Source: an optimization exercise on an open RTL-to-GDS flow (aim: small area and a short achievable clock period). Production flows keep margins and buffers that such runs may drop.
Function was checked by simulation only, so behaviour that the tests miss may differ from the original.

==> flow/design.v, too long to show whole: its modules and the start of the top module <==
// module KiwiNPU: 15220 lines
// module benc: 15 lines
module KiwiNPU (
  input  wire         clk,
  input  wire         rst_n,
  input  wire [31:0]  in_vec,
  input  wire [511:0] weights_flat,
  input  wire [95:0]  biases_flat,
  output wire [31:0]  out_vec
);
  // ...
==> flow/flow/run.sh <==
#!/bin/bash
# The standard layout (standard.sh), with two synthesis changes:
#  - SYNTH_ARGS=-noabc: skip Yosys's generic ABC pass before full-adder
#    extraction, so the adder trees written in the RTL map onto full-adder
#    cells as written (ABC still maps everything else afterwards);
set -euo pipefail
bash standard.sh SYNTH_ARGS=-noabc SYNTH_HIERARCHICAL=1 finish > standard_flow.log 2>&1
==> flow/standard.sh <==
#!/bin/bash
# synth_recipe.tcl (not shown) runs the flow's synth.tcl, then flattens the netlist and writes it again
# the make line also repeats each setting of config.mk as NAME=value (left out here)
make -C /OpenROAD-flow-scripts/flow DESIGN_CONFIG=/design/flow/config.mk WORK_HOME=/design/flow/orfs CLKGATE_MAP_FILE= SYNTH_SCRIPT=/design/flow/synth_recipe.tcl "${@:-finish}"
==> flow/config.mk <==
export PLATFORM = sky130hd
export DESIGN_NAME = KiwiNPU
export DESIGN_NICKNAME = KiwiNPU
export VERILOG_FILES = /design/flow/design.v
export SDC_FILE = /design/flow/constraint.sdc
export NUM_CORES = 4
export LEC_CHECK = 0
export CAP_MARGIN = 20
export CORE_MARGIN = 2
export CORE_UTILIZATION = 40
export SETUP_SLACK_MARGIN = 5.0
export SLEW_MARGIN = 20
==> flow/constraint.sdc <==
create_clock -name core_clock -period 12.0 [get_ports {clk}]
set_input_delay 2.4000 -clock core_clock [delete_from_list [all_inputs] [get_ports {clk}]]
set_output_delay 2.4000 -clock core_clock [all_outputs]
set_load 0.01 [all_outputs]
==> results_dict.tcl, run 1 <==
set metrics [dict create \
    grt_pass1_wl_um 680000 \
    critPathMaxStageDelay_ns 0.55 \
    tritoncts "built" \
    syn_area_um2 99800 \
    yosysTopAreaCell "fa_1" \
    hold-path-cell-count 6 \
    multi_input_area_share_pct 80.7 \
    cp_cell_sequence "buf_8, a22oi_1, xnor2_1, fa_2, fa_2, fa_2, fa_2, fa_2, fa_2, fa_2, fa_1, inv_2, ha_4, nand4_1, nor2_2, or4b_4, a31o_1, nand3_4, o21a_1" \
    cts_buffers 9 \
    wl_met1_um 174000 \
    nClkBuffers 11 \
    post_synth_and_or_nand_nor_area_fraction_pct 2.91 \
    min_from "hq_6[1]$_DFF_PN0_" \
    synth_edf_count 0 \
    r2r-end "yq_2[6]$_DFF_PN0_" \
    ios 674 \
    outcome "complete, no violations" \
    hold_viol 0 \
    synth_ff_type "dfrtp_1" \
    hold_buffers 0 \
    start_util_pct 40.2 \
    r2r-start "hq_7[5]$_DFF_PN0_" \
    fp.dieH_um 503 \
    yosysTopAreaCellShare_pct 44.6 \
    rr_worst_depth 19 \
    synth_cells 9604 \
    synth_top_family_by_area "adder cells" \
    ctsResizeCount 2168 \
    h-tree-depth 3 \
    synth_compound_area_share_pct 17.3 \
    path_common_cell "fa_2" \
    pre_cts_ws_ns 2.20 \
    syn_area_per_cell_um2 10.4 \
    utilization_pct 48.5 \
    synthXorXnorAreaFrac_pct 19.7 \
    cp_top_family "adder cells" \
    rsz0062_at_grt "yes" \
    ys_warn_count 7 \
    fin_crit_ns 7.68 \
    first_iter_violations 13000 \
    wl_met2_um 204000 \
]
==> run 2, diff against run 1 <==
--- a/flow/config.mk
+++ b/flow/config.mk
@@ -7,6 +7,7 @@
 export LEC_CHECK = 0
 export CAP_MARGIN = 20
 export CORE_MARGIN = 2
-export CORE_UTILIZATION = 40
+export CORE_UTILIZATION = 60
+export PLACE_DENSITY = 0.72
 export SETUP_SLACK_MARGIN = 5.0
 export SLEW_MARGIN = 20
==> results_dict.tcl, run 2 <==
set metrics [dict create \
    postRouteAntennaNets 0 \
    grt_pass1_vias 95300 \
    syn_area_um2 99800 \
    hold_buffers 0 \
    synth_cells 9604 \
    tritoncts "built" \
    synth_area_leaders "fa_1 45%, xnor2_1 16%, a22oi_1 12%" \
    rsz0062_at_grt "yes" \
    critPathMaxStageDelay_ns 0.91 \
    rr_worst_depth 20 \
    crit_type "register to register" \
    syn_area_per_cell_um2 10.4 \
    vias 91200 \
    yosysTopAreaCellShare_pct 44.6 \
    fp.dieH_um 412 \
    layout-area-overhead-vs-synth_pct 21.1 \
    final_cell_mix "1839 x fa_1, 1698 x xnor2_1, 1303 x a22oi_1" \
    h-tree-depth 3 \
    grt_pass1_wl_um 663000 \
    port_buffers 669 \
    avgRoutedWirePerCell_um 38.9 \
    arrival_ns 8.25 \
    hold_viol 0 \
    r2r-end "yq_2[2]$_DFF_PN0_" \
    hold_path_end "yq_3[0]$_DFF_PN0_" \
    first_iter_violations 16300 \
    hold-path-cell-count 6 \
    drv_cap 0 \
    synth_ff_type "dfrtp_1" \
    dr.pass1.iters 12 \
    r2r-start "hq_2[1]$_DFF_PN0_" \
    setup_viol 0 \
    clock_latency_ns 0.50 \
    grt_usage_pct 54.9 \
    outcome "complete, no violations" \
    ys_warn_count 7 \
    synthDistinctLibCells 56 \
    synthArstFlopShare_pct 100 \
    fin_tns_setup_ns 0 \
    vias_per_cell 7.43 \
    multi_input_area_um2 97900 \
    ios 674 \
    rows 149 \
    clk_pin_slew_worst_paths_ns 0.10 \
    synth_most_common_cell "fa_1" \
    min_from "hq_1[0]$_DFF_PN0_" \
    dp_hpwl_um 326000 \
    cp_cell_sequence "nor2b_4, buf_4, a22oi_2, xnor2_2, fa_2, fa_1, fa_2, fa_2, fa_2, fa_2, fa_2, fa_1, inv_2, ha_4, nand4_1, nor2_4, or4b_4, a31o_2, nand3_4, o21a_1" \
    regArea_um2 2160 \
    fin_crit_ns 7.82 \
    final_common_cell "fa_1" \
    die_w_um 412 \
    cts.sinks 84 \
    maxSlewViolCount 0 \
    yosys_register_bits 84 \
    grt.overflow.total 0 \
    post-route-drc-count 0 \
    slowest_stage "nor2b_4" \
    place_inst 11600 \
    fin_crit_sh_pct 65.2 \
    yosysSeqAreaShare_pct 2.11 \
    antenna_found_initial 80 \
    root_buffer "clkbuf_16" \
    startpoint_type "register" \
    clockBufferDepth 2 \
    r2r_slack_ns 4.18 \
    wl_um 478000 \
    crit_buf_inv 2 \
    grt_start_max_net_pins 50 \
    final_cells 12300 \
    cp-end-kind "register" \
    synth_common_cells "2222 x fa_1, 1796 x xnor2_1, 1572 x a22oi_1" \
    hp-class "register to register" \
    start_util_pct 60.5 \
    crit_required_ns 12.43 \
    dieArea_um2 170000 \
    cts_buffers 9 \
    yosysTopAreaCell "fa_1" \
    synth_edf_count 0 \
    drive_above_1_share_pct 22.9 \
    cp_max_fo 17 \
    fillers 11700 \
    worst_pin_slew_ns 1.26 \
    relSlewSlack_pct 15.9 \
    gp_congestion 1.07 \
    path_common_cell "fa_2" \
    core-area_um2 165000 \
    worst_clock_skew_ns 0.0269 \
    cp_top_family "adder cells" \
    final_nets 13400 \
    fmax_mhz 128 \
]
run 2: cell counts after synthesis:
No cell type changed its count.
run 2: layout make-up:
type | count | share of cell area, %
sequential | 84 | 1.79
multi-input combinational | 8007 | 81.0
inverter | 417 | 1.30
clock buffer | 11 | 0.193
tap | 2189 | 2.27
antenna | 67 | 0.139
clock inverter | 5 | 0.0714
timing repair buffer | 1503 | 13.3
run 2: worst max path at each step:
| stage | from | endpoint | slack, ns | cells after the start |
|---|---|---|---|---|
| floorplan | weights_flat[387] | yq_2[3]$_DFF_PN0_ | 4.23 | 18 |
| detailed placement | in_vec[10] | hq_6[1]$_DFF_PN0_ | 2.48 | 18 |
| finish | hq_2[1]$_DFF_PN0_ | yq_2[2]$_DFF_PN0_ | 4.18 | 20 |
| global placement | in_vec[10] | hq_6[5]$_DFF_PN0_ | 2.56 | 18 |
| CTS | weights_flat[387] | yq_2[1]$_DFF_PN0_ | 4.26 | 19 |
| global route | weights_flat[320] | yq_1[5]$_DFF_PN0_ | 4.12 | 17 |
run 2: cells by family (layout without fill, tap and decap cells):
logic type      after synthesis  count (layout)  synth area share [%]
fa+ha+maj                  2774            2774                  51.5
compound gates             2365            2365                  17.3
xor+xnor                   2247            2247                  19.7
buf+inv                    1532            1936                  6.27
simple gates                580             580                  2.91
flops                        84              84                  2.11
mux                          21              21                 0.211
other cells                   1              87               0.00376
run 2: tightest hold or removal path, stage by stage (launching register included):
cell	delay (ns)
dfrtp_2	0.59
nand2_1	0.15
xnor2_1	0.15
fa_1	0.18
ha_1	0.14
ha_1	0.14
o21a_1	0.12
run 2: through the flow:
| stage | area, um^2 | utilization [%] | hold slack [ns] | setup slack, ns |
|---|---|---|---|---|
| 2_1_floorplan | 102000 | - | 1.22 | 4.23 |
| 3_3_place_gp | 109000 | 66.1 | 1.45 | 2.56 |
| 3_5_place_dp | 109000 | 66.1 | 1.49 | 2.48 |
| 4_1_cts | 117000 | 71.1 | 1.52 | 4.26 |
| 5_1_grt | 121000 | 73.2 | 1.56 | 4.12 |
| 6_report | 121000 | 73.2 | 1.53 | 4.18 |
run 2: metal layers:
layer	track usage (%)	up-vias	share of wire, %
met2	76.5	9854	40
met3	24.6	3039	17
met5	0.989	-	0.12
met1	64.2	45000	31
met4	46.5	50	11
li1	-	33200	-
run 2: repair_timing:
action	CTS	global route
gates cloned	53	8
buffers inserted	401	130
pin swaps	354	403
endpoints found under the setup margin	84	84
resized for setup	2007	797
run 2: Yosys stat by module (local to each module, per instance):
module,times used,flip-flops and latches
KiwiNPU,1,84
benc,24,0

-- what the ideal ports hide --
The results above use ideal ports. As a check the final layouts listed here were re-extracted and re-timed, cells and wires unchanged.
Step 1 sets driving cells, clkbuf_16 on the clock port and buf_2 on the other inputs (assumed; they add their load-dependent delay and slew).
Step 2 moves the port delays by t, midway between the first and last clock arrival at a register: inputs arrive t later, outputs are due t later. That takes back most of the time a late clock gives input paths.
a / b / c = ideal ports / drivers / drivers and shift; a / b = the first two.
| run | t, ns | setup WS [ns] | hold slack, ns | worst setup path at the end | slew at the worst register clock pin (ns) |
|---|---|---|---|---|---|
| run 1 | 0.562 | 4.315 / 4.155 / 3.593 | 1.527 / 1.527 / 1.527 | input to register | 0.11 / 0.11 |
| run 2 | 0.561 | 4.176 / 4.053 / 3.491 | 1.528 / 1.528 / 1.528 | input to register | 0.10 / 0.10 |
After both steps setup and hold are still met in every run listed. The setup slack of run 1, which loses most, moves by -0.160 ns with the drivers and by -0.722 ns with both steps.
